What follows belongs to an exercise in optimizing a design on an open flow for small area; a production flow would make more cautious choices.
No functional check of the RTL was part of any run shown here.
Power figures rest on the tool's default switching activity, not on a simulated workload.

==> flow/design.v <==
module DFT( output [31:0] real_value,
            output [31:0] imag_value,
            input [7:0] in,
            input clk, rst );
function [22:0] raddl;
  input [21:0] a, b;
  input ci;
  integer i;
  reg c;
  begin
    c = ci;
    for (i = 0; i < 22; i = i + 1) begin
      raddl[i] = a[i] ^ b[i] ^ c;
      c = (a[i] & b[i]) | (a[i] & c) | (b[i] & c);
    end
    raddl[22] = c;
  end
endfunction
function [3:0] raddh0;
  input [3:0] a, b;
  integer i;
  reg c;
  begin
    c = 1'b0;
    for (i = 0; i < 4; i = i + 1) begin
      raddh0[i] = a[i] ^ b[i] ^ c;
      c = (a[i] & b[i]) | (a[i] & c) | (b[i] & c);
    end
  end
endfunction
function [3:0] raddh1;
  input [3:0] a, b;
  integer i;
  reg c;
  begin
    c = 1'b1;
    for (i = 0; i < 4; i = i + 1) begin
      raddh1[i] = a[i] ^ b[i] ^ c;
      c = (a[i] & b[i]) | (a[i] & c) | (b[i] & c);
    end
  end
endfunction
function [25:0] radd;
  input [25:0] a, b;
  input ci;
  reg [22:0] l;
  begin
    l = raddl(a[21:0], b[21:0], ci);
    radd = {l[22] ? raddh1(a[25:22], b[25:22]) : raddh0(a[25:22], b[25:22]), l[21:0]};
  end
endfunction
function [8:0] radd9;
  input [8:0] a, b;
  input ci;
  integer i;
  reg c;
  begin
    c = ci;
    for (i = 0; i < 9; i = i + 1) begin
      radd9[i] = a[i] ^ b[i] ^ c;
      c = (a[i] & b[i]) | (a[i] & c) | (b[i] & c);
    end
  end
endfunction
function [22:0] tab;
  input [2:0] c;
  input [2:0] d;
  begin
    case (c)
      3'd7: case (d) 3'd1: tab = 23'd1048576; 3'd2: tab = 23'd2097152; 3'd3: tab = 23'd3145728; 3'd4: tab = 23'd4194304; default: tab = 23'd0; endcase
      3'd4: case (d) 3'd1: tab = 23'd968758; 3'd2: tab = 23'd1937516; 3'd3: tab = 23'd2906274; 3'd4: tab = 23'd3875032; default: tab = 23'd0; endcase
      3'd3: case (d) 3'd1: tab = 23'd741456; 3'd2: tab = 23'd1482912; 3'd3: tab = 23'd2224368; 3'd4: tab = 23'd2965824; default: tab = 23'd0; endcase
      3'd5: case (d) 3'd1: tab = 23'd741455; 3'd2: tab = 23'd1482910; 3'd3: tab = 23'd2224365; 3'd4: tab = 23'd2965820; default: tab = 23'd0; endcase
      3'd6: case (d) 3'd1: tab = 23'd401272; 3'd2: tab = 23'd802544; 3'd3: tab = 23'd1203816; 3'd4: tab = 23'd1605088; default: tab = 23'd0; endcase
      3'd2: case (d) 3'd1: tab = 23'd401273; 3'd2: tab = 23'd802546; 3'd3: tab = 23'd1203819; 3'd4: tab = 23'd1605092; default: tab = 23'd0; endcase
      default: tab = 23'd0;
    endcase
  end
endfunction
reg [7:0] lo [0:7];    
reg [7:0] hi [0:7];    
reg [4:0] j;           
reg [3:0] k;           
reg ld;                
reg [25:0] accr, acci;
reg [25:0] outr, outi;
wire ldA = ld & ~k[0] & j[4] & j[0];
wire ldB = ld &  k[0] & ~j[4] & ~j[3] & j[0];
wire ldC = ld &  k[0] & ~j[4] &  j[3] & j[0];
wire ldD = ld &  k[0] &  j[4] & j[0];
integer q;
always @(posedge clk) begin
  lo[0] <= ldA ? in : lo[7];
  lo[1] <= ldB ? in : lo[0];
  hi[0] <= ldC ? in : hi[7];
  hi[1] <= ldD ? in : hi[0];
  for (q = 2; q < 8; q = q + 1) begin
    lo[q] <= lo[q-1];
    hi[q] <= hi[q-1];
  end
end
always @(posedge clk) begin
  if (rst) begin
    j <= 5'd16;
    k <= 4'd14;
    ld <= 1'b1;
  end else if (j == 5'd23) begin
    j <= 5'd0;
    k <= k + 4'd1;
    if (k == 4'd15) ld <= 1'b0;
  end else begin
    j <= j + 5'd1;
  end
end
wire [7:0] a = lo[7];
wire [7:0] b = hi[7];
wire kn0 = k[0] ^ (j == 5'd23);    
wire [8:0] un = radd9({a[7], a}, {b[7], b} ^ {9{kn0}}, kn0);
reg [2:0] n;
always @(*) begin
  case (j[2:0])
    3'd0: n = 3'd3;
    3'd1: n = 3'd4;
    3'd2: n = 3'd0;
    3'd3: n = 3'd5;
    3'd4: n = 3'd1;
    3'd5: n = 3'd6;
    3'd6: n = 3'd2;
    3'd7: n = 3'd7;
  endcase
end
reg [3:0] g;
wire [1:0] pn = (j == 5'd23) ? 2'd0 : (j == 5'd7) ? 2'd1 : (j == 5'd15) ? 2'd2 : j[4:3];
always @(*) begin
  case (pn)
    2'd0: g = {un[2:0], 1'b0};
    2'd1: g = un[5:2];
    default: g = un[8:5];
  endcase
end
reg [2:0] dmn;
reg dnn;
always @(*) begin
  case (g)
    4'd0: begin dmn = 3'd0; dnn = 1'b0; end
    4'd1: begin dmn = 3'd1; dnn = 1'b0; end
    4'd2: begin dmn = 3'd1; dnn = 1'b0; end
    4'd3: begin dmn = 3'd2; dnn = 1'b0; end
    4'd4: begin dmn = 3'd2; dnn = 1'b0; end
    4'd5: begin dmn = 3'd3; dnn = 1'b0; end
    4'd6: begin dmn = 3'd3; dnn = 1'b0; end
    4'd7: begin dmn = 3'd4; dnn = 1'b0; end
    4'd8: begin dmn = 3'd4; dnn = 1'b1; end
    4'd9: begin dmn = 3'd3; dnn = 1'b1; end
    4'd10: begin dmn = 3'd3; dnn = 1'b1; end
    4'd11: begin dmn = 3'd2; dnn = 1'b1; end
    4'd12: begin dmn = 3'd2; dnn = 1'b1; end
    4'd13: begin dmn = 3'd1; dnn = 1'b1; end
    4'd14: begin dmn = 3'd1; dnn = 1'b1; end
    4'd15: begin dmn = 3'd0; dnn = 1'b0; end
  endcase
end
reg [2:0] dm;
reg dn;
always @(posedge clk) begin
  dm <= dmn;
  dn <= dnn;
end
wire [3:0] m = ({4{n[0]}} & k) + ({4{n[1]}} & {k[2:0], 1'b0}) + ({4{n[2]}} & {k[1:0], 2'b00});
wire altc = k[0] & n[1];
wire alt_r = altc & (n[2] == (k[1] ^ k[2]));
wire alt_i = altc & (n[2] != (k[1] ^ k[2]));
reg [2:0] rcn, icn;
reg rsn, isn;
always @(*) begin
  case (m)
    4'd0: begin rsn = 1'b0; rcn = 3'd7; isn = 1'b0; icn = 3'd0; end
    4'd1: begin rsn = 1'b0; rcn = 3'd4; isn = 1'b1; icn = (alt_i ? 3'd2 : 3'd6); end
    4'd2: begin rsn = 1'b0; rcn = (alt_r ? 3'd5 : 3'd3); isn = 1'b1; icn = (alt_i ? 3'd5 : 3'd3); end
    4'd3: begin rsn = 1'b0; rcn = (alt_r ? 3'd2 : 3'd6); isn = 1'b1; icn = 3'd4; end
    4'd4: begin rsn = 1'b0; rcn = 3'd0; isn = 1'b1; icn = 3'd7; end
    4'd5: begin rsn = 1'b1; rcn = (alt_r ? 3'd2 : 3'd6); isn = 1'b1; icn = 3'd4; end
    4'd6: begin rsn = 1'b1; rcn = (alt_r ? 3'd5 : 3'd3); isn = 1'b1; icn = (alt_i ? 3'd5 : 3'd3); end
    4'd7: begin rsn = 1'b1; rcn = 3'd4; isn = 1'b1; icn = (alt_i ? 3'd2 : 3'd6); end
    4'd8: begin rsn = 1'b1; rcn = 3'd7; isn = 1'b0; icn = 3'd0; end
    4'd9: begin rsn = 1'b1; rcn = 3'd4; isn = 1'b0; icn = (alt_i ? 3'd2 : 3'd6); end
    4'd10: begin rsn = 1'b1; rcn = (alt_r ? 3'd5 : 3'd3); isn = 1'b0; icn = (alt_i ? 3'd5 : 3'd3); end
    4'd11: begin rsn = 1'b1; rcn = (alt_r ? 3'd2 : 3'd6); isn = 1'b0; icn = 3'd4; end
    4'd12: begin rsn = 1'b0; rcn = 3'd0; isn = 1'b0; icn = 3'd7; end
    4'd13: begin rsn = 1'b0; rcn = (alt_r ? 3'd2 : 3'd6); isn = 1'b0; icn = 3'd4; end
    4'd14: begin rsn = 1'b0; rcn = (alt_r ? 3'd5 : 3'd3); isn = 1'b0; icn = (alt_i ? 3'd5 : 3'd3); end
    4'd15: begin rsn = 1'b0; rcn = 3'd4; isn = 1'b0; icn = (alt_i ? 3'd2 : 3'd6); end
  endcase
end
wire [2:0] rc = rcn, ic = icn;
wire rs = rsn, is = isn;
wire [22:0] mr = tab(rc, dm);
wire [22:0] mi = tab(ic, dm);
wire nr = dn ^ rs;
wire ni = dn ^ is;
wire first = (j == 5'd0);
wire shift = (j == 5'd8) | (j == 5'd16);
wire [25:0] br = first ? 26'd0  : shift ? {{3{accr[25]}}, accr[25:3]} : accr;
wire [25:0] bi = first ? 26'd63 : shift ? {{3{acci[25]}}, acci[25:3]} : acci;
wire [25:0] sr = radd(br, {3'd0, mr} ^ {26{nr}}, nr);
wire [25:0] si = radd(bi, {3'd0, mi} ^ {26{ni}}, ni);
always @(posedge clk) begin
  accr <= sr;
  acci <= si;
  if (j == 5'd23) begin
    outr <= sr[25:0];
    outi <= si[25:0];
  end
end
assign real_value = {{3{outr[25]}}, outr, 3'b000};
assign imag_value = {{3{outi[25]}}, outi, 3'b000};
endmodule
==> flow/flow/run.sh <==
#!/bin/bash
# The standard layout, with the port buffers made from the smallest buffer cell.
set -euo pipefail
export BUFFER_PORTS_ARGS="-buffer_cell sky130_fd_sc_hd__buf_1"
bash standard.sh > standard.log 2>&1
==> flow/standard.sh <==
#!/bin/bash
# synth_recipe.tcl (not shown) runs the flow's synth.tcl, then flattens the netlist and writes it again
# the make line also repeats each setting of config.mk as NAME=value (left out here)
make -C /OpenROAD-flow-scripts/flow DESIGN_CONFIG=/design/flow/config.mk WORK_HOME=/design/flow/orfs CLKGATE_MAP_FILE= SYNTH_SCRIPT=/design/flow/synth_recipe.tcl "${@:-finish}"
==> flow/config.mk <==
export PLATFORM = sky130hd
export DESIGN_NAME = DFT
export DESIGN_NICKNAME = DFT
export VERILOG_FILES = /design/flow/design.v
export SDC_FILE = /design/flow/constraint.sdc
export NUM_CORES = 4
export LEC_CHECK = 0
export ABC_AREA = 1
export CAP_MARGIN = 20
export CORE_MARGIN = 2
export CORE_UTILIZATION = 60
export CTS_CLUSTER_DIAMETER = 120
export CTS_CLUSTER_SIZE = 28
export SLEW_MARGIN = 20
==> flow/constraint.sdc <==
create_clock -name core_clock -period 12.0 [get_ports {clk}]
set_input_delay 2.4000 -clock core_clock [delete_from_list [all_inputs] [get_ports {clk}]]
set_output_delay 2.4000 -clock core_clock [all_outputs]
set_load 0.01 [all_outputs]
==> results of run 1 <==
-- routing by layer --
metal	part of all wire (%)	vias to the layer above
met3	3.4	41
li1	-	3151
met4	3.0	0
met5	0	-
met1	41	3063
met2	53	137
-- where the power goes --
group          internal, uW  leakage (uW)  switching [uW]
Combinational           499       0.00241             808
Sequential             1170       0.00211            63.3
Clock                   202      0.000170             243
-- stage by stage --
step           std cells  total power [uW]  setup slack [ns]  cell area, sq um  utilization [%]
3_5_place_dp        1229              2550            0.0903             10400             63.3
4_1_cts             1248              3000            0.0458             10800             65.4
5_1_grt             1248              3250            0.0480             10800             65.8
3_3_place_gp        1229              2480             0.396             10400             63.3
2_1_floorplan        971              2230             0.814             10100                -
6_report            1248              2980             0.573             10800             65.8
-- what timing repair did --
item | CTS | global route
resized for setup | 0 | 18
hold buffers | 0 | 0
endpoints found under the setup margin | 0 | 6
-- cells in the final DEF, fill, tap and decap left out, types with 4 or more instances in the layout --
cell and n:
nand2_1 164, buf_4 5, a21oi_2 4, a21oi_1 24, edfxtp_1 52, o211ai_1 24
xnor2_1 41, dfxtp_1 193, nor2_1 41, clkbuf_1 5, nand2_2 5, inv_2 16
nand2_4 4, ha_1 21, buf_1 67, fa_1 46, xor2_1 24, o21ai_0 68
nand3_1 35, conb_1 6, inv_1 124, o2111ai_1 5, fa_2 4, o21ai_1 5
clkbuf_16 13
-- sequential cells by signal, summed over array words and instances (netlist names) --
name	cells
acci	26
accr	26
dm	3
dn	1
hi	64
j	5
k	4
ld	1
lo	64
n	3
outi	26
outr	26
-- layout make-up --
class	count	area share, %
flip-flops and latches	249	50.9
repair buffers	72	2.67
clock inverters	1	0.0462
inverters	140	4.85
multi-input cells	548	35.8
well taps	220	2.54
clock buffers	18	3.18
-- final timing paths --
| kind | from | to | slack, ns | depth (start not counted) |
|---|---|---|---|---|
| min reg2reg | lo[1][0] | lo[2][0] | 0.32 | 0 |
| min | lo[1][0] | lo[2][0] | 0.32 | 0 |
| max | k[0] | outr[25] | 0.57 | 38 |
| max reg2reg | k[0] | outr[25] | 0.57 | 38 |
-- kinds of logic (layout without fill, tap and decap cells) --
group,count (synthesis),count (layout)
other cells,1,6
xor+xnor,66,66
mux,1,1
buf+inv,174,231
compound gates,138,138
simple gates,265,265
flops,249,249
fa+ha+maj,72,72
==> results.txt, run 1 <==
status=timing/DRC/antenna clean; RD Place Congestion=0.925; max cap viols=0; register area share after synthesis=54.8%; Worst Path Max Fanout=8; cells after synthesis=just under 1000; Post-synth EDFFs=52; CP max stage cell=fa_1; Compound-Gate Fraction of Synth Area=8.09%; post-CTS setup buffer count=0; Final min period=11.43 ns; Peak supply drop=167 uV; first-pass GRT wire length=~33 mm; ranking of synthesized cells by instance count=dfxtp_1 (197), nand2_1 (165), inv_1 (124); Synth Area in Simple Gates=11.2%; cell taking the most area after synthesis=dfxtp_1; pwr dens=275 mW/mm^2; RSZ-0062 raised after global routing=no; main combinational cell family by area after synthesis=adder cells; post-synth top area share=39.3%; adder-cell share of the synthesized area=between 10% and 20%; layout cells sized above 1=6.81%; most frequent cell after synthesis=dfxtp_1; Worst Hold Class=reg -> reg; CTS tree=done; clk_skew=between 0.01 and 0.015 ns; met2 usage=43.1%; Unique masters post-synth=39; Required @ worst endpoint=12.24 ns; Worst slew margin=between 50% and 60%; grt total ovfl=0; DR vias=6392; die height=~130 um; met1 Usage GRT=27.5%; clock latency at the later pin of the worst-skew pair=0.48 ns; HPWL after DPL=14.8 mm; post-synth design cell area=0.0100 sq mm; 1st-iter DRT viols=around 270; via/cell ratio=between 5 and 6; busiest grt layer=met2; pin count of the biggest net entering global routing=56; Clock Tree Buf Depth=3; Startpoint Class=flip-flop; f_max=0.0875 GHz; vias in the first global route=between 6000 and 7000; Clock transition at path regs=0.10 ns; fin. max-slew vios=0; Yosys reg bits=roughly 250; Layout fillers=1322; Num CTS Buffers=12; area of the multi-input gates=0.00388 sq mm; H-tree lvl count=1; NumNets Final=~1100; Cell Rows=47; DRC Markers=0; # clock sinks=~250; port bufs=67; leakage=0.00469 uW; Min Hold Slack=approximately 0.32 ns; delay-heaviest family, CP=adder cells; GR Util met3=between 3 and 4%; Synth Flop Type=dfxtp_1; Post-synth ARST share=0%; crit-path most repeated cell=fa_1; final setup vio count=0; I/O Pins=between 70 and 80; Detail Route Antenna Nets=0; synth warn=3; First-pass DRT Iterations=6; CTS root buf=clkbuf_16; CP Capture Type=flip-flop; multiplexer area fraction after synthesis=less than 1%; Routed WL=20.0 mm; wire length per cell=16.0 um; Slowest Stage Delay on Critical Path=0.54 ns; GRT Resource Usage Total=23.1%; die width=between 100 and 150 um; core box area=about 0.016 sq mm; worst slew pin tran=0.740 ns; Worst EP arrival=11.67 ns; final hold viol count=0; DIE AREA=~0.018 sq mm; Initial Util=61.0%; ranking of synthesized cells by area=dfxtp_1 (39%), edfxtp_1 (16%), fa_1 (10%); antenna cells=0; total area of sequential cells=0.00551 sq mm; Tcrit/Tclk final=95.2%; Synth Area in XOR/XNOR=5.75%; Fin Setup TNS=0 ns; Setup CP Type=reg -> reg; Mean Syn Cell Area=10.4 sq um; initial antenna violation count=0; area grow syn2layout=7.85%; Crit path buffers/inverters=2
==> run 2, diff against run 1 <==
--- a/flow/design.v
+++ b/flow/design.v
@@ -68,10 +68,10 @@
   begin
     case (c)
-      3'd7: case (d) 3'd1: tab = 23'd1048576; 3'd2: tab = 23'd2097152; 3'd3: tab = 23'd3145728; 3'd4: tab = 23'd4194304; default: tab = 23'd0; endcase
-      3'd4: case (d) 3'd1: tab = 23'd968758; 3'd2: tab = 23'd1937516; 3'd3: tab = 23'd2906274; 3'd4: tab = 23'd3875032; default: tab = 23'd0; endcase
-      3'd3: case (d) 3'd1: tab = 23'd741456; 3'd2: tab = 23'd1482912; 3'd3: tab = 23'd2224368; 3'd4: tab = 23'd2965824; default: tab = 23'd0; endcase
-      3'd5: case (d) 3'd1: tab = 23'd741455; 3'd2: tab = 23'd1482910; 3'd3: tab = 23'd2224365; 3'd4: tab = 23'd2965820; default: tab = 23'd0; endcase
-      3'd6: case (d) 3'd1: tab = 23'd401272; 3'd2: tab = 23'd802544; 3'd3: tab = 23'd1203816; 3'd4: tab = 23'd1605088; default: tab = 23'd0; endcase
-      3'd2: case (d) 3'd1: tab = 23'd401273; 3'd2: tab = 23'd802546; 3'd3: tab = 23'd1203819; 3'd4: tab = 23'd1605092; default: tab = 23'd0; endcase
+      3'd3: case (d) 3'd1: tab = 23'd1048576; 3'd2: tab = 23'd2097152; 3'd3: tab = 23'd3145728; 3'd4: tab = 23'd4194304; default: tab = 23'd0; endcase
+      3'd1: case (d) 3'd1: tab = 23'd968758; 3'd2: tab = 23'd1937516; 3'd3: tab = 23'd2906274; 3'd4: tab = 23'd3875032; default: tab = 23'd0; endcase
+      3'd0: case (d) 3'd1: tab = 23'd741456; 3'd2: tab = 23'd1482912; 3'd3: tab = 23'd2224368; 3'd4: tab = 23'd2965824; default: tab = 23'd0; endcase
+      3'd7: case (d) 3'd1: tab = 23'd741455; 3'd2: tab = 23'd1482910; 3'd3: tab = 23'd2224365; 3'd4: tab = 23'd2965820; default: tab = 23'd0; endcase
+      3'd2: case (d) 3'd1: tab = 23'd401272; 3'd2: tab = 23'd802544; 3'd3: tab = 23'd1203816; 3'd4: tab = 23'd1605088; default: tab = 23'd0; endcase
+      3'd5: case (d) 3'd1: tab = 23'd401273; 3'd2: tab = 23'd802546; 3'd3: tab = 23'd1203819; 3'd4: tab = 23'd1605092; default: tab = 23'd0; endcase
       default: tab = 23'd0;
     endcase
@@ -175,20 +175,20 @@
 always @(*) begin
   case (m)
-    4'd0: begin rsn = 1'b0; rcn = 3'd7; isn = 1'b0; icn = 3'd0; end
-    4'd1: begin rsn = 1'b0; rcn = 3'd4; isn = 1'b1; icn = (alt_i ? 3'd2 : 3'd6); end
-    4'd2: begin rsn = 1'b0; rcn = (alt_r ? 3'd5 : 3'd3); isn = 1'b1; icn = (alt_i ? 3'd5 : 3'd3); end
-    4'd3: begin rsn = 1'b0; rcn = (alt_r ? 3'd2 : 3'd6); isn = 1'b1; icn = 3'd4; end
-    4'd4: begin rsn = 1'b0; rcn = 3'd0; isn = 1'b1; icn = 3'd7; end
-    4'd5: begin rsn = 1'b1; rcn = (alt_r ? 3'd2 : 3'd6); isn = 1'b1; icn = 3'd4; end
-    4'd6: begin rsn = 1'b1; rcn = (alt_r ? 3'd5 : 3'd3); isn = 1'b1; icn = (alt_i ? 3'd5 : 3'd3); end
-    4'd7: begin rsn = 1'b1; rcn = 3'd4; isn = 1'b1; icn = (alt_i ? 3'd2 : 3'd6); end
-    4'd8: begin rsn = 1'b1; rcn = 3'd7; isn = 1'b0; icn = 3'd0; end
-    4'd9: begin rsn = 1'b1; rcn = 3'd4; isn = 1'b0; icn = (alt_i ? 3'd2 : 3'd6); end
-    4'd10: begin rsn = 1'b1; rcn = (alt_r ? 3'd5 : 3'd3); isn = 1'b0; icn = (alt_i ? 3'd5 : 3'd3); end
-    4'd11: begin rsn = 1'b1; rcn = (alt_r ? 3'd2 : 3'd6); isn = 1'b0; icn = 3'd4; end
-    4'd12: begin rsn = 1'b0; rcn = 3'd0; isn = 1'b0; icn = 3'd7; end
-    4'd13: begin rsn = 1'b0; rcn = (alt_r ? 3'd2 : 3'd6); isn = 1'b0; icn = 3'd4; end
-    4'd14: begin rsn = 1'b0; rcn = (alt_r ? 3'd5 : 3'd3); isn = 1'b0; icn = (alt_i ? 3'd5 : 3'd3); end
-    4'd15: begin rsn = 1'b0; rcn = 3'd4; isn = 1'b0; icn = (alt_i ? 3'd2 : 3'd6); end
+    4'd0: begin rsn = 1'b0; rcn = 3'd3; isn = 1'b0; icn = 3'd6; end
+    4'd1: begin rsn = 1'b0; rcn = 3'd1; isn = 1'b1; icn = (alt_i ? 3'd5 : 3'd2); end
+    4'd2: begin rsn = 1'b0; rcn = (alt_r ? 3'd7 : 3'd0); isn = 1'b1; icn = (alt_i ? 3'd7 : 3'd0); end
+    4'd3: begin rsn = 1'b0; rcn = (alt_r ? 3'd5 : 3'd2); isn = 1'b1; icn = 3'd1; end
+    4'd4: begin rsn = 1'b0; rcn = 3'd6; isn = 1'b1; icn = 3'd3; end
+    4'd5: begin rsn = 1'b1; rcn = (alt_r ? 3'd5 : 3'd2); isn = 1'b1; icn = 3'd1; end
+    4'd6: begin rsn = 1'b1; rcn = (alt_r ? 3'd7 : 3'd0); isn = 1'b1; icn = (alt_i ? 3'd7 : 3'd0); end
+    4'd7: begin rsn = 1'b1; rcn = 3'd1; isn = 1'b1; icn = (alt_i ? 3'd5 : 3'd2); end
+    4'd8: begin rsn = 1'b1; rcn = 3'd3; isn = 1'b0; icn = 3'd6; end
+    4'd9: begin rsn = 1'b1; rcn = 3'd1; isn = 1'b0; icn = (alt_i ? 3'd5 : 3'd2); end
+    4'd10: begin rsn = 1'b1; rcn = (alt_r ? 3'd7 : 3'd0); isn = 1'b0; icn = (alt_i ? 3'd7 : 3'd0); end
+    4'd11: begin rsn = 1'b1; rcn = (alt_r ? 3'd5 : 3'd2); isn = 1'b0; icn = 3'd1; end
+    4'd12: begin rsn = 1'b0; rcn = 3'd6; isn = 1'b0; icn = 3'd3; end
+    4'd13: begin rsn = 1'b0; rcn = (alt_r ? 3'd5 : 3'd2); isn = 1'b0; icn = 3'd1; end
+    4'd14: begin rsn = 1'b0; rcn = (alt_r ? 3'd7 : 3'd0); isn = 1'b0; icn = (alt_i ? 3'd7 : 3'd0); end
+    4'd15: begin rsn = 1'b0; rcn = 3'd1; isn = 1'b0; icn = (alt_i ? 3'd5 : 3'd2); end
   endcase
 end
==> run 2 against run 1 <==
Utilization grew 0.061 points. Setup slack got worse by 0.060 ns. Still clean on timing, DRC and antenna. Total power down 1.2%. Largest cell class unchanged.
==> results.txt, run 2 <==
fin. max-slew vios=0; crit-path most repeated cell=fa_1; worst slew pin tran=0.737 ns; worst reg-to-reg setup slack=0.51 ns; Post-synth EDFFs=52; final hold viol count=0; Clock transition at path regs=~0.10 ns; Slowest Stage Delay on Critical Path=0.54 ns; Required @ worst endpoint=12.26 ns; cells after synthesis=967; H-tree lvl count=1; post-synth top area share=38.9%; grt total ovfl=0; antenna cells=0; synth warn=3; area of the multi-input gates=0.00394 sq mm; Reg2Reg Capture Point=outr[25]; most frequent cell after synthesis=dfxtp_1; # clock sinks=249; 1st-iter DRT viols=301; Peak supply drop=~140 uV; most frequent cells in the layout=dfxtp_1 (194), nand2_1 (150), inv_1 (124); Cell Rows=between 40 and 50; max cap viols=0; HPWL after DPL=14.1 mm; Hold Path Sink=hi[5][6]; Detail Route Antenna Nets=0; CP max stage cell=fa_1; CTS root buf=clkbuf_16; post-CTS setup buffer count=0; RSZ-0062 raised after global routing=no; Startpoint Class=flip-flop; CP Capture Type=flip-flop; Clock Tree Buf Depth=3; First-pass DRT Iterations=5; f_max=around 0.087 GHz; initial antenna violation count=0; Mean Syn Cell Area=10.5 sq um; status=timing/DRC/antenna clean; Yosys reg bits=approximately 250; final setup vio count=0; final instance area=between 0.01 and 0.015 sq mm; cells on worst reg2reg path=38; layout cells sized above 1=under 10%; wire length per cell=approximately 15 um; Worst EP arrival=11.74 ns; I/O Pins=between 70 and 80; leakage=0.00472 uW; Routed WL=between 15 and 20 mm; vias in the first global route=6353; DIE AREA=0.0179 sq mm; GRT Resource Usage Total=between 20% and 30%; Num CTS Buffers=12; core box area=approximately 0.017 sq mm; Worst slew margin=49.6%; Setup CP Type=reg -> reg; biggest regs=hi: 64 flops, lo: 64 flops; total power=2950 uW; die width=between 100 and 150 um; min-delay src=hi[4][6]; DRC Markers=0; DR vias=6270; dpl cell area=roughly 0.011 sq mm; ranking of synthesized cells by area=dfxtp_1 (39%), edfxtp_1 (15%), fa_1 (9.9%); total area of sequential cells=0.00551 sq mm; Tcrit/Tclk final=95.7%; pwr dens=~270 mW/mm^2; reg2reg start=n[2]; Hold Path Depth=0; clk_skew=0.0253 ns; post-synth design cell area=0.0101 sq mm; register area share after synthesis=a little over half; NumNets Final=about 1100; Layout fillers=1371; Synth Flop Type=dfxtp_1; die height=between 100 and 150 um; port bufs=67; cell taking the most area after synthesis=dfxtp_1; most common cell after layout, fill and taps aside=dfxtp_1; Worst Hold Class=reg -> reg; Initial Util=around three fifths; Fin Setup TNS=0 ns; Unique masters post-synth=41; clock latency at the later pin of the worst-skew pair=0.50 ns; via/cell ratio=roughly 5.0; Final min period=11.49 ns; Post-synth ARST share=0%; ranking of synthesized cells by instance count=dfxtp_1 (197), nand2_1 (150), inv_1 (124); Worst Path Max Fanout=5; first-pass GRT wire length=between 30 and 40 mm; pin count of the biggest net entering global routing=48; CTS tree=done; RD Place Congestion=between 0.9 and 1; area grow syn2layout=7.43%
[run 2: cell types whose count changed after synthesis, sizes merged, moves of 4 or more]
cell	before	now
nor2	47	51
xnor2	41	35
xor2	25	30
o21ai	75	81
nand2	173	168
[run 2: worst max-delay path: cells and delay by family (launching register included)]
family                   cells  cell delay (ns)
AO/OA/AOI/OAI                2             0.38
XOR/XNOR                     2             0.44
adder cells (fa/ha/maj)     23             9.21
buffers and inverters        3             0.17
flip-flops                   1             0.41
AND/OR/NAND/NOR              8             0.66
[run 2: cell type report]
cell class | instances | area share, %
clock inverter | 2 | 0.195
inverter | 137 | 4.72
tap | 220 | 2.53
sequential | 249 | 50.6
clock buffer | 16 | 2.90
timing repair buffer | 75 | 2.86
multi-input combinational | 551 | 36.2
[run 2: routing by layer]
| metal | track usage [%] | part of all wire [%] |
|---|---|---|
| met1 | 26.9 | 43 |
| met2 | 38.8 | 50 |
| met3 | 2.80 | 3.4 |
| met4 | 7.68 | 3.5 |
| met5 | 0 | 0 |
[run 2: how the worst max path moves through the flow]
| stage | end | start | slack, ns |
|---|---|---|---|
| after global routing | outr[25] | n[2] | 0.0004 |
| final | outr[25] | n[2] | 0.51 |
| after global placement | outr[25] | k[0] | 0.44 |
| after CTS | outr[25] | k[0] | 0.16 |
| after detailed placement | outr[25] | k[0] | 0.21 |
| after floorplan | outr[25] | k[0] | 0.75 |
[run 2: cell families (layout without fill, tap and decap cells)]
group                    after synthesis  in the layout  synth area share (%)
flip-flops                           249            249                  54.3
adder cells (fa/ha/maj)               72             72                  12.6
AND/OR/NAND/NOR                      265            265                  12.0
buffers and inverters                172            230                  7.21
multiplexers                           1              1                0.0988
XOR/XNOR                              65             65                  5.62
AO/OA/AOI/OAI                        142            142                  8.14
other                                  1              6                0.0370
[run 2: repair_timing]
item | 4_1_cts | 5_1_grt
resized for setup | 0 | 8
hold buffers | 0 | 0
endpoints found under the setup margin | 0 | 6
endpoints found under the hold margin | 0 | 0
[run 2: metrics by stage]
step,setup WS (ns),utilization (%),instances,hold slack [ns]
CTS,0.158,65.7,1250,0.323
finish,0.513,65.9,1250,0.324
detailed placement,0.210,63.7,1232,0.312
global route,0.000400,65.9,1250,0.329
global placement,0.436,63.7,1232,0.310
floorplan,0.747,-,972,0.310
[run 2: power by group]
group          switching [uW]  total (uW)  leakage [uW]  internal (uW)
Sequential               59.7        1230       0.00211           1170
Combinational             800        1290       0.00244            488
Clock                     245         435      0.000163            189
Total                    1110        2950       0.00472           1840
==> run 3, diff against run 2 <==
--- a/flow/design.v
+++ b/flow/design.v
@@ -68,10 +68,10 @@
   begin
     case (c)
-      3'd3: case (d) 3'd1: tab = 23'd1048576; 3'd2: tab = 23'd2097152; 3'd3: tab = 23'd3145728; 3'd4: tab = 23'd4194304; default: tab = 23'd0; endcase
-      3'd1: case (d) 3'd1: tab = 23'd968758; 3'd2: tab = 23'd1937516; 3'd3: tab = 23'd2906274; 3'd4: tab = 23'd3875032; default: tab = 23'd0; endcase
-      3'd0: case (d) 3'd1: tab = 23'd741456; 3'd2: tab = 23'd1482912; 3'd3: tab = 23'd2224368; 3'd4: tab = 23'd2965824; default: tab = 23'd0; endcase
+      3'd4: case (d) 3'd1: tab = 23'd1048576; 3'd2: tab = 23'd2097152; 3'd3: tab = 23'd3145728; 3'd4: tab = 23'd4194304; default: tab = 23'd0; endcase
+      3'd5: case (d) 3'd1: tab = 23'd968758; 3'd2: tab = 23'd1937516; 3'd3: tab = 23'd2906274; 3'd4: tab = 23'd3875032; default: tab = 23'd0; endcase
+      3'd3: case (d) 3'd1: tab = 23'd741456; 3'd2: tab = 23'd1482912; 3'd3: tab = 23'd2224368; 3'd4: tab = 23'd2965824; default: tab = 23'd0; endcase
       3'd7: case (d) 3'd1: tab = 23'd741455; 3'd2: tab = 23'd1482910; 3'd3: tab = 23'd2224365; 3'd4: tab = 23'd2965820; default: tab = 23'd0; endcase
-      3'd2: case (d) 3'd1: tab = 23'd401272; 3'd2: tab = 23'd802544; 3'd3: tab = 23'd1203816; 3'd4: tab = 23'd1605088; default: tab = 23'd0; endcase
-      3'd5: case (d) 3'd1: tab = 23'd401273; 3'd2: tab = 23'd802546; 3'd3: tab = 23'd1203819; 3'd4: tab = 23'd1605092; default: tab = 23'd0; endcase
+      3'd0: case (d) 3'd1: tab = 23'd401272; 3'd2: tab = 23'd802544; 3'd3: tab = 23'd1203816; 3'd4: tab = 23'd1605088; default: tab = 23'd0; endcase
+      3'd2: case (d) 3'd1: tab = 23'd401273; 3'd2: tab = 23'd802546; 3'd3: tab = 23'd1203819; 3'd4: tab = 23'd1605092; default: tab = 23'd0; endcase
       default: tab = 23'd0;
     endcase
@@ -175,20 +175,20 @@
 always @(*) begin
   case (m)
-    4'd0: begin rsn = 1'b0; rcn = 3'd3; isn = 1'b0; icn = 3'd6; end
-    4'd1: begin rsn = 1'b0; rcn = 3'd1; isn = 1'b1; icn = (alt_i ? 3'd5 : 3'd2); end
-    4'd2: begin rsn = 1'b0; rcn = (alt_r ? 3'd7 : 3'd0); isn = 1'b1; icn = (alt_i ? 3'd7 : 3'd0); end
-    4'd3: begin rsn = 1'b0; rcn = (alt_r ? 3'd5 : 3'd2); isn = 1'b1; icn = 3'd1; end
-    4'd4: begin rsn = 1'b0; rcn = 3'd6; isn = 1'b1; icn = 3'd3; end
-    4'd5: begin rsn = 1'b1; rcn = (alt_r ? 3'd5 : 3'd2); isn = 1'b1; icn = 3'd1; end
-    4'd6: begin rsn = 1'b1; rcn = (alt_r ? 3'd7 : 3'd0); isn = 1'b1; icn = (alt_i ? 3'd7 : 3'd0); end
-    4'd7: begin rsn = 1'b1; rcn = 3'd1; isn = 1'b1; icn = (alt_i ? 3'd5 : 3'd2); end
-    4'd8: begin rsn = 1'b1; rcn = 3'd3; isn = 1'b0; icn = 3'd6; end
-    4'd9: begin rsn = 1'b1; rcn = 3'd1; isn = 1'b0; icn = (alt_i ? 3'd5 : 3'd2); end
-    4'd10: begin rsn = 1'b1; rcn = (alt_r ? 3'd7 : 3'd0); isn = 1'b0; icn = (alt_i ? 3'd7 : 3'd0); end
-    4'd11: begin rsn = 1'b1; rcn = (alt_r ? 3'd5 : 3'd2); isn = 1'b0; icn = 3'd1; end
-    4'd12: begin rsn = 1'b0; rcn = 3'd6; isn = 1'b0; icn = 3'd3; end
-    4'd13: begin rsn = 1'b0; rcn = (alt_r ? 3'd5 : 3'd2); isn = 1'b0; icn = 3'd1; end
-    4'd14: begin rsn = 1'b0; rcn = (alt_r ? 3'd7 : 3'd0); isn = 1'b0; icn = (alt_i ? 3'd7 : 3'd0); end
-    4'd15: begin rsn = 1'b0; rcn = 3'd1; isn = 1'b0; icn = (alt_i ? 3'd5 : 3'd2); end
+    4'd0: begin rsn = 1'b0; rcn = 3'd4; isn = 1'b0; icn = 3'd1; end
+    4'd1: begin rsn = 1'b0; rcn = 3'd5; isn = 1'b1; icn = (alt_i ? 3'd2 : 3'd0); end
+    4'd2: begin rsn = 1'b0; rcn = (alt_r ? 3'd7 : 3'd3); isn = 1'b1; icn = (alt_i ? 3'd7 : 3'd3); end
+    4'd3: begin rsn = 1'b0; rcn = (alt_r ? 3'd2 : 3'd0); isn = 1'b1; icn = 3'd5; end
+    4'd4: begin rsn = 1'b0; rcn = 3'd1; isn = 1'b1; icn = 3'd4; end
+    4'd5: begin rsn = 1'b1; rcn = (alt_r ? 3'd2 : 3'd0); isn = 1'b1; icn = 3'd5; end
+    4'd6: begin rsn = 1'b1; rcn = (alt_r ? 3'd7 : 3'd3); isn = 1'b1; icn = (alt_i ? 3'd7 : 3'd3); end
+    4'd7: begin rsn = 1'b1; rcn = 3'd5; isn = 1'b1; icn = (alt_i ? 3'd2 : 3'd0); end
+    4'd8: begin rsn = 1'b1; rcn = 3'd4; isn = 1'b0; icn = 3'd1; end
+    4'd9: begin rsn = 1'b1; rcn = 3'd5; isn = 1'b0; icn = (alt_i ? 3'd2 : 3'd0); end
+    4'd10: begin rsn = 1'b1; rcn = (alt_r ? 3'd7 : 3'd3); isn = 1'b0; icn = (alt_i ? 3'd7 : 3'd3); end
+    4'd11: begin rsn = 1'b1; rcn = (alt_r ? 3'd2 : 3'd0); isn = 1'b0; icn = 3'd5; end
+    4'd12: begin rsn = 1'b0; rcn = 3'd1; isn = 1'b0; icn = 3'd4; end
+    4'd13: begin rsn = 1'b0; rcn = (alt_r ? 3'd2 : 3'd0); isn = 1'b0; icn = 3'd5; end
+    4'd14: begin rsn = 1'b0; rcn = (alt_r ? 3'd7 : 3'd3); isn = 1'b0; icn = (alt_i ? 3'd7 : 3'd3); end
+    4'd15: begin rsn = 1'b0; rcn = 3'd5; isn = 1'b0; icn = (alt_i ? 3'd2 : 3'd0); end
   endcase
 end
==> run 3 against run 2 <==
Flip-flop and latch count is the same. Combinational power increased by 31%. Critical endpoint unchanged. Hold slack lost 0.0026 ns. Design area fell by 0.52%. Non-clock buffer count grew 1. Highest routed layer unchanged. Wire length up 0.81%. Via count up 0.41%. Synthesized cell count is 0.41% higher. Maximum frequency is 0.39% higher. Sequential share of layout area up 0.26 points. Clock power grew 1%. First-iteration DRC count shrank 5.6%.
==> results.txt, run 3 <==
Clock Tree Buf Depth=3; final hold viol count=0; Reg2Reg Capture Point=outr[25]; Initial Util=61.0%; first-pass GRT wire length=31.5 mm; dpl cell area=0.0105 sq mm; Yosys reg bits=249; Worst slew margin=roughly half; GRT Resource Usage Total=22.3%; synth warn=3; port bufs=67; pin count of the biggest net entering global routing=between 50 and 60; clock latency at the later pin of the worst-skew pair=about 0.5 ns; NetSw=1360 uW; most frequent cells in the layout=dfxtp_1 (194), nand2_1 (150), inv_1 (125); ranking of synthesized cells by instance count=dfxtp_1 (197), nand2_1 (150), inv_1 (125); cell taking the most area after synthesis=dfxtp_1; reg2reg start=n[2]; initial antenna violation count=0; antenna cells=0; Worst Path Max Fanout=6; Clock transition at path regs=0.10 ns; Cell Rows=47; HPWL after DPL=13.8 mm; H-tree lvl count=1; ranking of synthesized cells by area=dfxtp_1 (39%), edfxtp_1 (16%), fa_1 (10%); worst reg-to-reg setup slack=0.56 ns; cell internal pwr=2050 uW; RD Place Congestion=0.911; Peak supply drop=179 uV; Detail Route Antenna Nets=0; CTS root buf=clkbuf_16; Routed WL=19.1 mm; cells after synthesis=between 900 and 1000; wire length per cell=15.2 um; biggest regs=hi: 64 flops, lo: 64 flops; cells on worst reg2reg path=41; Tcrit/Tclk final=95.4%; DIE AREA=0.0178 sq mm; Layout fillers=1375; core box area=0.0165 sq mm; post-synth top area share=39.2%; area grow syn2layout=7.73%; layout cells sized above 1=6.67%; 1st-iter DRT viols=284; switching share of total power=39.9%; register area share after synthesis=54.8%; # clock sinks=249; Unique masters post-synth=38; setup slack after layout=0.557 ns; status=timing/DRC/antenna clean; most frequent cell after synthesis=dfxtp_1; Required @ worst endpoint=~12 ns; Num CTS Buffers=12; vias in the first global route=6402; Sequential Power Share=37.6%; Mean Syn Cell Area=10.4 sq um; CTS tree=done; clock share of power=12.9%; Setup CP Type=reg -> reg; f_max=0.0874 GHz; Slowest Stage Delay on Critical Path=0.53 ns; final instance area=0.0108 sq mm; Hold Buf Count CTS=0; max cap viols=0; crit-path most repeated cell=fa_1; worst slew pin tran=approximately 0.73 ns; Final min period=11.44 ns; First-pass DRT Iterations=5; DR vias=roughly 6300; Setup crit start=n[2]; most common cell after layout, fill and taps aside=dfxtp_1; combinational power share=49.5%; leakage=0.00471 uW; pwr dens=315 mW/mm^2; post-synth design cell area=0.0101 sq mm; DRC Markers=0; Worst EP arrival=11.70 ns; fin. max-slew vios=0; worst setup path end=outr[25]; die width=roughly 130 um; via/cell ratio=5.02; Post-synth EDFFs=52; final setup vio count=0; Startpoint Class=flip-flop; die height=133 um; grt total ovfl=0; NumNets Final=about 1100; Synth Flop Type=dfxtp_1; I/O Pins=74; Fin Setup TNS=0 ns; CP max stage cell=fa_1; Place WS=0.236 ns; CP Capture Type=flip-flop; Post-synth ARST share=0%; clk_skew=0.0174 ns; Worst Hold Class=reg -> reg
[run 3: cell types whose count changed after synthesis, sizes merged, moves of 2 or more]
cell	previous run	this run
o21ai	81	69
nor2	51	62
nand2	168	159
a21oi	30	37
nand3	32	37
inv	137	141
nand4	5	1
buf	23	21
clkbuf	12	14
o2111ai	3	5
o22ai	2	4
xnor2	35	37
[run 3: cell families after synthesis]
| logic type | after synthesis | synth area share (%) |
|---|---|---|
| adders and majority gates | 72 | 12.7 |
| AOI/OAI and AO/OA | 140 | 8.10 |
| other | 1 | 0.0373 |
| muxes | 1 | 0.0996 |
| DFF | 249 | 54.8 |
| and+or+nand+nor | 266 | 11.2 |
| buffers and inverters | 176 | 7.37 |
| xor gates and xnor gates | 66 | 5.75 |
[run 3: worst min path at each step]
stage	startpoint	endpoint	slack, ns	cells past startpoint
2_1_floorplan	hi[1][0]	hi[2][0]	0.31	0
3_3_place_gp	hi[2][5]	hi[3][5]	0.31	0
3_5_place_dp	hi[5][5]	hi[6][5]	0.31	0
4_1_cts	lo[2][6]	lo[3][6]	0.32	0
5_1_grt	lo[2][6]	lo[3][6]	0.32	0
6_report	hi[3][6]	hi[4][6]	0.32	0
[run 3: power groups by stage]
stage | Combinational (uW) | Sequential, uW | Clock, uW
global placement | 1640 | 1300 | 0
finish | 1690 | 1280 | 440
detailed placement | 1700 | 1300 | 0
global route | 1960 | 1300 | 478
floorplan | 1260 | 1280 | 0
CTS | 1710 | 1280 | 450
[run 3: timing repair]
| item | CTS | global route |
|---|---|---|
| setup buffers | 0 | 1 |
| gates resized for setup | 0 | 9 |
| endpoints found under the setup margin | 0 | 5 |
[run 3: cell type report]
cell class | instances | area, sq um | area share (%)
clock buffers | 16 | 315 | 2.91
flip-flops and latches | 249 | 5510 | 50.9
clock inverters | 2 | 21.3 | 0.196
repair buffers | 76 | 319 | 2.95
multi-input cells | 551 | 3860 | 35.6
well taps | 220 | 275 | 2.54
inverters | 141 | 529 | 4.89
[run 3: metal layers]
layer	GRT usage, %	wire (um)	up-vias
li1	-	-	3173
met1	27.9	8250	2961
met2	39.0	9480	112
met3	3.20	593	50
met4	9.28	757	0
met5	0	0	-
[run 3: worst max-delay path, delay by kind of cell, from the launching register on]
family | cells | cell delay, ns
fa+ha+maj | 23 | 9.18
xor+xnor | 1 | 0.22
compound gates | 2 | 0.26
simple gates | 11 | 0.90
flops | 1 | 0.39
buf+inv | 4 | 0.27
[run 3: through the flow]
step	instances	power (uW)	hold WS, ns	utilization (%)
floorplan	976	2540	0.310	-
global placement	1236	2940	0.310	63.5
detailed placement	1236	3000	0.312	63.5
CTS	1254	3440	0.322	65.5
global route	1255	3730	0.320	65.8
finish	1255	3410	0.321	65.8

port drivers added, routing unchanged:
The results above use ideal ports. As a check the final layouts listed here were re-extracted and re-timed, cells and wires unchanged. Step 1: set_driving_cell puts a clkbuf_16 on clk and a buf_2 on each other input, an assumption about the parent block. Step 2 moves the port delays by t, midway between the first and last clock arrival at a register: inputs arrive t later, outputs are due t later. That takes back most of the time a late clock gives input paths. Three values: ideal ports, drivers, drivers and shift; two values: the first two.
run	t (ns)	setup WS [ns]	latest minus earliest clock arrival (ns)	worst register clock-pin slew, ns	pins driven straight from the clock port
run 1	0.518	0.573 / 0.573 / 0.573	0.017 / 0.017	0.10 / 0.10	1
run 2	0.526	0.513 / 0.513 / 0.513	0.025 / 0.025	0.11 / 0.11	1
run 3	0.540	0.557 / 0.557 / 0.557	0.019 / 0.019	0.10 / 0.10	1
After both steps setup and hold are still met in every run listed.
